What follows belongs to an exercise in optimizing a design on an open flow for small area and a short achievable clock period; a production flow would make more cautious choices.
Only simulation tests tie the RTL to the original design; equivalence was not proved.
Power is estimated from default activity; no workload was simulated.

== v6 ==
Design FPM, start of the top module:
module FPM(A, B, SUM, clk);
  input [31:0] A, B;
  input clk;
  output [31:0] SUM;
  wire       s0_sgn = A[31] ^ B[31];
  wire [7:0] s0_exp = A[30:23] + B[30:23] + 8'h81;
  wire n1 = A[1] & A[0];
  wire n2 = A[1] ^ A[0];
  wire n3 = A[2] & A[1];
  wire n4 = A[2] ^ A[1];
  wire n5 = A[3] & A[2];
  wire n6 = A[3] ^ A[2];
  wire n7 = A[4] & A[3];
  wire n8 = A[4] ^ A[3];
  wire n9 = A[5] & A[4];
  wire n10 = A[5] ^ A[4];
  wire n11 = A[6] & A[5];
  wire n12 = A[6] ^ A[5];
  wire n13 = A[7] & A[6];
  wire n14 = A[7] ^ A[6];
  wire n15 = A[8] & A[7];
  wire n16 = A[8] ^ A[7];
  wire n17 = A[9] & A[8];
  wire n18 = A[9] ^ A[8];
  wire n19 = A[10] & A[9];
  wire n20 = A[10] ^ A[9];
  wire n21 = A[11] & A[10];
  wire n22 = A[11] ^ A[10];
  wire n23 = A[12] & A[11];
  wire n24 = A[12] ^ A[11];
  wire n25 = A[13] & A[12];
  wire n26 = A[13] ^ A[12];
  wire n27 = A[14] & A[13];
  wire n28 = A[14] ^ A[13];
  wire n29 = A[15] & A[14];
  wire n30 = A[15] ^ A[14];
  wire n31 = A[16] & A[15];
  wire n32 = A[16] ^ A[15];
  wire n33 = A[17] & A[16];
  wire n34 = A[17] ^ A[16];
  wire n35 = A[18] & A[17];
  wire n36 = A[18] ^ A[17];
  wire n37 = A[19] & A[18];
  wire n38 = A[19] ^ A[18];
  wire n39 = A[20] & A[19];
  wire n40 = A[20] ^ A[19];
  wire n41 = A[21] & A[20];
  wire n42 = A[21] ^ A[20];
  wire n43 = A[22] & A[21];
  wire n44 = A[22] ^ A[21];
  ...
For scale: roughly 2,100 cells after synthesis, ~620 flip-flops, roughly 97 I/O pins.
export LEC_CHECK = 0
export CAP_MARGIN = 20
export CORE_MARGIN = 2
export CORE_UTILIZATION = 55
export CTS_CLUSTER_DIAMETER = 90
export CTS_CLUSTER_SIZE = 28
export SETUP_SLACK_MARGIN = 0.95
export SLEW_MARGIN = 20
export SYNTH_HIERARCHICAL = 1
export SYNTH_MINIMUM_KEEP_SIZE = 0
create_clock -name core_clock -period 3.0 [get_ports {clk}]
standard.sh (not shown) runs the stock make flow with config.mk's settings and CLKGATE_MAP_FILE= SYNTH_SCRIPT=/design/flow/synth_recipe.tcl, a recipe that flattens the netlist after the stock synthesis.
==> flow/flow/run.sh <==
#!/bin/bash
# Layout: the standard ORFS flow (standard.sh, unchanged synthesis and
# steps), except that the buffers global placement puts on the input and
# output ports are plain buffers (buf_2, resized later as timing needs)
# instead of the delay cell buffer_ports picks by default.
set -euo pipefail
cd "$(dirname "$0")/.."
export BUFFER_PORTS_ARGS="-buffer_cell sky130_fd_sc_hd__buf_2"
bash standard.sh > standard_flow.log 2>&1
Edits applied to the flow inputs when going from v6 to v7:
Settings: SETUP_SLACK_MARGIN: 0.95 -> 1.0; CTS_CLUSTER_SIZE: 28 -> 32; CTS_CLUSTER_DIAMETER: 90 -> 100.
--- outcome ---
For v6, the launch point of the worst path was r1_m1[2], unlike v7, where it was r1_m4[7].
Between v7 and v6, the layout-stage area growth over the synthesis result figures differ only marginally.
Between v7 and v6, the difference in utilization after layout is negligible.
For v7, the endpoint of the most critical setup path was r2_m[92], unlike v6, where it was r2_m[46].
Summary: with v6 as the reference, total power of the final layout in v7 moved down slightly.

---

Setup of alpha:
FPM again, from the RTL that the note above started with.
==> flow/config.mk <==
export PLATFORM = sky130hd
export DESIGN_NAME = FPM
export DESIGN_NICKNAME = FPM
export VERILOG_FILES = /design/flow/design.v
export SDC_FILE = /design/flow/constraint.sdc
export NUM_CORES = 4
export LEC_CHECK = 0
export CAP_MARGIN = 20
export CORE_MARGIN = 2
export CORE_UTILIZATION = 62
export CTS_CLUSTER_DIAMETER = 100
export CTS_CLUSTER_SIZE = 32
export SETUP_SLACK_MARGIN = 0.95
export SLEW_MARGIN = 20
export SYNTH_HIERARCHICAL = 1
export SYNTH_MINIMUM_KEEP_SIZE = 0
==> flow/constraint.sdc <==
create_clock -name core_clock -period 3.0 [get_ports {clk}]
set_input_delay 0.6000 -clock core_clock [delete_from_list [all_inputs] [get_ports {clk}]]
set_output_delay 0.6000 -clock core_clock [all_outputs]
set_load 0.01 [all_outputs]
Scripts as last shown in full above: flow/flow/run.sh
alpha completed; timing, DRC and antenna clean
> inputs changed (alpha -> beta)
Settings: CORE_UTILIZATION changed from 62 to 55.
==> comparison <==
Going from alpha to beta, total number of placement rows now larger, clock skew after layout fell by 0.0032 ns. Looking at design area, beta sits 0.63% higher than alpha does. Final wirelength was higher in the run labelled beta. Worst-margin pin slew: lower on alpha. alpha has a lower layout-stage area growth over the synthesis result than beta. Global-route usage in beta vs alpha: down 2.7 points.

---

run 1:
FPM, a different RTL version from the one above (not shown whole).
Size: about 97 I/O pins.
export LEC_CHECK = 0
export CAP_MARGIN = 20
export CORE_MARGIN = 2
export CORE_UTILIZATION = 55
export CTS_CLUSTER_DIAMETER = 100
export CTS_CLUSTER_SIZE = 32
export SETUP_SLACK_MARGIN = 0.95
export SLEW_MARGIN = 20
export SYNTH_HIERARCHICAL = 1
export SYNTH_MINIMUM_KEEP_SIZE = 0
create_clock -name core_clock -period 3.0 [get_ports {clk}]
run.sh (not shown) runs the stock make flow with config.mk's settings and CLKGATE_MAP_FILE= SYNTH_SCRIPT=/design/flow/synth_recipe.tcl, a recipe that flattens the netlist after the stock synthesis.
Stock flow here: none of the scripts above is used.
The flow did not stop early for run 1: all stages ran, and the layout cleared the timing, design-rule and antenna checks.
Input-level comparison between run 2 and run 1:
Settings: SETUP_SLACK_MARGIN changed from 0.95 to 0.85.
## What came out
In the metrics for run 1 and run 2, the one carrying the higher global-route met2 utilization is run 1. Relative to run 1, run 2 degrades post-layout minimum cycle time. Taking run 2 over run 1, the highest achievable clock rate ratio works out to 0.938. Run 2 against run 1: number of global-route vias before repair comparable, worst path setup slack after routing dropped 0.13 ns, final RePlAce weighted congestion up about 4.4%, cell area after layout was more or less identical. Power: run 2 vs run 1 — no meaningful difference. On number of buffers added by the clock tree synthesis step: between run 1 and run 2, it ends up lower for run 2.
[inputs] run 3 vs run 2
Settings: removing CTS_CLUSTER_DIAMETER (formerly 100); removing CTS_CLUSTER_SIZE (formerly 32); changing SETUP_SLACK_MARGIN from 0.85 to 0.95.
[summary]
Taking run 2 as the reference, in run 3 top achievable clock speed climbed about 7%, count of clock-buffer cells in the layout went up, switching share of power decreased by 1.5 points relative to the old numbers. Diff run 2 -> run 3: sum of met3 wire segment lengths after detailed routing went up about 5.5%; net switching power went up 9.7%; setup slack went up 0.13 ns; total cell area at the placement stage went up about 0.3%. Compared with run 2, run 3 shows post-synthesis to final-layout area growth higher by 5.5 points. Compared to run 2, run 3 has post-route core utilization 3.1 points higher.
Inputs modified between run 3 and run 4:
Settings: PLACE_DENSITY now 0.8, previously not set; CTS_CLUSTER_SIZE now 32, previously not set; CTS_CLUSTER_DIAMETER now 100, previously not set; CORE_UTILIZATION now 65, was 55.
[summary]
Die outline height (higher): run 3. Post-placement worst setup slack on run 4 is behind run 3. Run comparison: run 4 start-to-end type of the worst setup path in -> reg; run 3 start-to-end type of the worst setup path reg -> reg. Run 4 has global-route wire length before repair below what run 3 had.
Setup changes, run 4 to run 5
Settings: PLACE_DENSITY removed (was 0.8); CORE_UTILIZATION changed from 65 to 55; CTS_CLUSTER_DIAMETER removed (was 100); CTS_CLUSTER_SIZE removed (was 32).
==> flow/flow/run.sh (new file) <==
#!/bin/bash
# Layout: the standard ORFS flow (standard.sh, unchanged synthesis and
# steps), except that the buffers global placement puts on the input and
# output ports are plain buffers (buf_1, resized later as timing needs)
# instead of the delay cell buffer_ports picks by default.
set -euo pipefail
cd "$(dirname "$0")/.."
export BUFFER_PORTS_ARGS="-buffer_cell sky130_fd_sc_hd__buf_1"
bash standard.sh > standard_flow.log 2>&1
==> flow/standard.sh (new file) <==
#!/bin/bash
# synth_recipe.tcl (not shown) runs the flow's synth.tcl, then flattens the netlist and writes it again
# the make line also repeats each setting of config.mk as NAME=value (left out here)
make -C /OpenROAD-flow-scripts/flow DESIGN_CONFIG=/design/flow/config.mk WORK_HOME=/design/flow/orfs CLKGATE_MAP_FILE= SYNTH_SCRIPT=/design/flow/synth_recipe.tcl "${@:-finish}"
removed: flow/run.sh
Run 5: worst setup slack lower than run 4. In run 5 relative to run 4, cell area had gone up by a few percent. | area overhead of the layout relative to synthesis | run 5 vs run 4 | 4.0 points higher |. Length of routed met2 wiring, run 4 and run 5: lower on run 4. Minimum clock period after layout: run 5 vs run 4 up 0.063 ns. Taking run 4 as the reference, in run 5 leakage power figure higher, global routing usage on met1 lower, level count of the clock H-tree higher.

---

Starting RTL as in the previous note.
==> flow/config.mk <==
export PLATFORM = sky130hd
export DESIGN_NAME = FPM
export DESIGN_NICKNAME = FPM
export VERILOG_FILES = /design/flow/design.v
export SDC_FILE = /design/flow/constraint.sdc
export NUM_CORES = 4
export LEC_CHECK = 0
export CAP_MARGIN = 20
export CORE_MARGIN = 2
export CORE_UTILIZATION = 55
export CTS_CLUSTER_DIAMETER = 100
export CTS_CLUSTER_SIZE = 32
export SETUP_SLACK_MARGIN = 0.95
export SLEW_MARGIN = 20
export SYNTH_HIERARCHICAL = 1
export SYNTH_MINIMUM_KEEP_SIZE = 0
==> flow/constraint.sdc <==
create_clock -name core_clock -period 3.0 [get_ports {clk}]
set_input_delay 0.6000 -clock core_clock [delete_from_list [all_inputs] [get_ports {clk}]]
set_output_delay 0.6000 -clock core_clock [all_outputs]
set_load 0.01 [all_outputs]
standard.sh (not shown) runs the stock make flow with config.mk's settings and CLKGATE_MAP_FILE= SYNTH_SCRIPT=/design/flow/synth_recipe.tcl, a recipe that flattens the netlist after the stock synthesis.
==> flow/flow/run.sh <==
#!/bin/bash
# Layout: the standard ORFS flow (standard.sh, unchanged synthesis and
# steps), except that the buffers global placement puts on the input and
# output ports are plain buffers (buf_1, resized later as timing needs)
# instead of the delay cell buffer_ports picks by default.
set -euo pipefail
cd "$(dirname "$0")/.."
export BUFFER_PORTS_ARGS="-buffer_cell sky130_fd_sc_hd__buf_2"
bash standard.sh > standard_flow.log 2>&1
The baseline completed with no timing, DRC or antenna violations.
Next try:
==> flow/run.sh (new file) <==
#!/bin/bash
# synth_recipe.tcl (not shown) runs the flow's synth.tcl, then flattens the netlist and writes it again
# the make line also repeats each setting of config.mk as NAME=value (left out here)
make -C /OpenROAD-flow-scripts/flow DESIGN_CONFIG=/design/flow/config.mk WORK_HOME=/design/flow/orfs CLKGATE_MAP_FILE= SYNTH_SCRIPT=/design/flow/synth_recipe.tcl finish
CTS_CLUSTER_DIAMETER = 60   (was 100)
removed: flow/flow/run.sh
removed: flow/standard.sh
What happened: The new run finished clean; fmax drops by 1.7%; hold slack gets better by 0.032 ns; via count climbs by 0.53%; routed wire length climbs by 0.80%.
Next try:
CTS_CLUSTER_DIAMETER = 80   (was 60)
CTS_CLUSTER_SIZE = 24   (was 32)
=> Register-to-register slack improved by 0.05 ns; critical path depth is higher by 7; maximum frequency is lower by 0.42%; routed wire length goes down by 0.37%; sequential share of layout area came out higher by 0.61 points; sequential power hardly moves; synthesized area is unchanged; global-route usage barely changes; hold slack is about the same; count of clock-buffer cells in the layout falls by 6.
Next try:
ABC_AREA = 1   (was not set)
CTS_CLUSTER_DIAMETER = 100   (was 80)
CTS_CLUSTER_SIZE = 32   (was 24)
What happened:
- sequential share of layout area shrinks by 0.52 points
- clock-buffer cell count shrinks by 11
- register-to-register slack is worse by 0.07 ns
- via count grows by roughly a tenth
- core utilization shrinks by 0.90 points
- non-clock buffer count grows by 11

---

Starting RTL as in the previous note.
Settings: LEC_CHECK=0, CAP_MARGIN=20, CORE_MARGIN=2, CORE_UTILIZATION=55, CTS_CLUSTER_DIAMETER=100, CTS_CLUSTER_SIZE=32, SETUP_SLACK_MARGIN=1.0, SLEW_MARGIN=20, SYNTH_HIERARCHICAL=1, SYNTH_MINIMUM_KEEP_SIZE=0; clock period 3.0 ns.
run.sh (not shown) runs the stock make flow with config.mk's settings and CLKGATE_MAP_FILE= SYNTH_SCRIPT=/design/flow/synth_recipe.tcl, a recipe that flattens the netlist after the stock synthesis.
Stock flow here: none of the scripts above is used.
The baseline ran to the end with no violations.
Rerun with:
==> flow/flow/run.sh (new file) <==
#!/bin/bash
# Layout: the standard ORFS flow (standard.sh, unchanged synthesis and
# steps), except that the buffers global placement puts on the input and
# output ports are plain buffers (buf_2, resized later as timing needs)
# instead of the delay cell buffer_ports picks by default.
set -euo pipefail
cd "$(dirname "$0")/.."
export BUFFER_PORTS_ARGS="-buffer_cell sky130_fd_sc_hd__buf_2"
bash standard.sh > standard_flow.log 2>&1
==> flow/standard.sh (new file) <==
#!/bin/bash
# synth_recipe.tcl (not shown) runs the flow's synth.tcl, then flattens the netlist and writes it again
# the make line also repeats each setting of config.mk as NAME=value (left out here)
make -C /OpenROAD-flow-scripts/flow DESIGN_CONFIG=/design/flow/config.mk WORK_HOME=/design/flow/orfs CLKGATE_MAP_FILE= SYNTH_SCRIPT=/design/flow/synth_recipe.tcl "${@:-finish}"
SETUP_SLACK_MARGIN = 0.95   (was 1.0)
removed: flow/run.sh
Result: Non-clock buffer count went down by 15; maximum frequency went down slightly; setup slack got worse by 0.013 ns; core utilization went down by 1.4 points; wire length went down slightly; total power hardly moves; final cell count went down slightly; cell area went down by a few percent; global-route usage went down by 0.26 points; area after synthesis is unchanged.
Rerun with:
--- a/flow/flow/run.sh
+++ b/flow/flow/run.sh
@@ -4 +4 @@
-# output ports are plain buffers (buf_2, resized later as timing needs)
+# output ports are plain buffers (buf_1, resized later as timing needs)
CTS_CLUSTER_DIAMETER = 90   (was 100)
CTS_CLUSTER_SIZE = 28   (was 32)
Effect: The new run passed the timing, design-rule and antenna checks. Sequential share of layout area went down by 0.29 points. Final cell count went up by 0.45%. Sequential power stays flat. Area after synthesis stays the same. Power went up by 1.9%.

-- re-timing with driven ports --
In the flow no input, the clock included, has a driving cell. The finished layouts below were timed again as built, in two steps. Step 1: set_driving_cell puts a clkbuf_16 on clk and a buf_2 on each other input, an assumption about the parent block. Step 2 adds t to the input delays and takes it off the output delays; t is the mean of the earliest and latest rising clock arrival at the registers after step 1. Input paths then give back, and output paths get back, about the clock's delay inside the block. a / b / c = ideal / step 1 / step 2; a / b = the first two.
run	t (ns)	setup slack, ns	hold slack, ns	latest minus earliest clock arrival (ns)
v6	0.661	0.983 / 0.983 / 0.486	0.117 / 0.075 / 0.327	0.039 / 0.039
v7	0.649	0.995 / 0.995 / 0.516	0.103 / 0.074 / 0.330	0.074 / 0.075
alpha	0.641	0.977 / 0.977 / 0.513	0.139 / 0.102 / 0.323	0.026 / 0.025
beta	0.642	0.974 / 0.974 / 0.494	0.135 / 0.099 / 0.320	0.022 / 0.022
run 1	0.653	0.980 / 0.993 / 0.371	0.102 / 0.079 / 0.330	0.023 / 0.023
run 2	0.651	0.845 / 0.845 / 0.284	0.139 / 0.104 / 0.329	0.026 / 0.025
run 3	0.677	0.979 / 0.979 / 0.353	0.095 / 0.072 / 0.322	0.029 / 0.028
run 4	0.631	0.940 / 0.950 / 0.349	0.121 / 0.103 / 0.333	0.026 / 0.025
run 5	0.676	0.877 / 0.889 / 0.212	0.101 / 0.081 / 0.322	0.030 / 0.029
the first run of note 4	0.643	0.983 / 0.993 / 0.350	0.102 / 0.079 / 0.332	0.035 / 0.036
the second run of note 4	0.637	0.948 / 0.948 / 0.342	0.134 / 0.110 / 0.328	0.039 / 0.039
the third run of note 4	0.619	0.940 / 0.937 / 0.332	0.134 / 0.110 / 0.325	0.029 / 0.029
the fourth run of note 4	0.672	0.925 / 0.925 / 0.355	0.198 / 0.156 / 0.328	0.039 / 0.039
the first run of note 5	0.655	0.995 / 1.004 / 0.349	0.109 / 0.088 / 0.335	0.030 / 0.030
the second run of note 5	0.643	0.983 / 0.993 / 0.350	0.102 / 0.079 / 0.332	0.035 / 0.036
the third run of note 5	0.674	0.965 / 0.965 / 0.346	0.077 / 0.054 / 0.331	0.030 / 0.030
After both steps setup and hold are still met in every run listed. The setup slack of run 5, which loses most, moves by +0.012 ns with the drivers and by -0.665 ns with both steps.
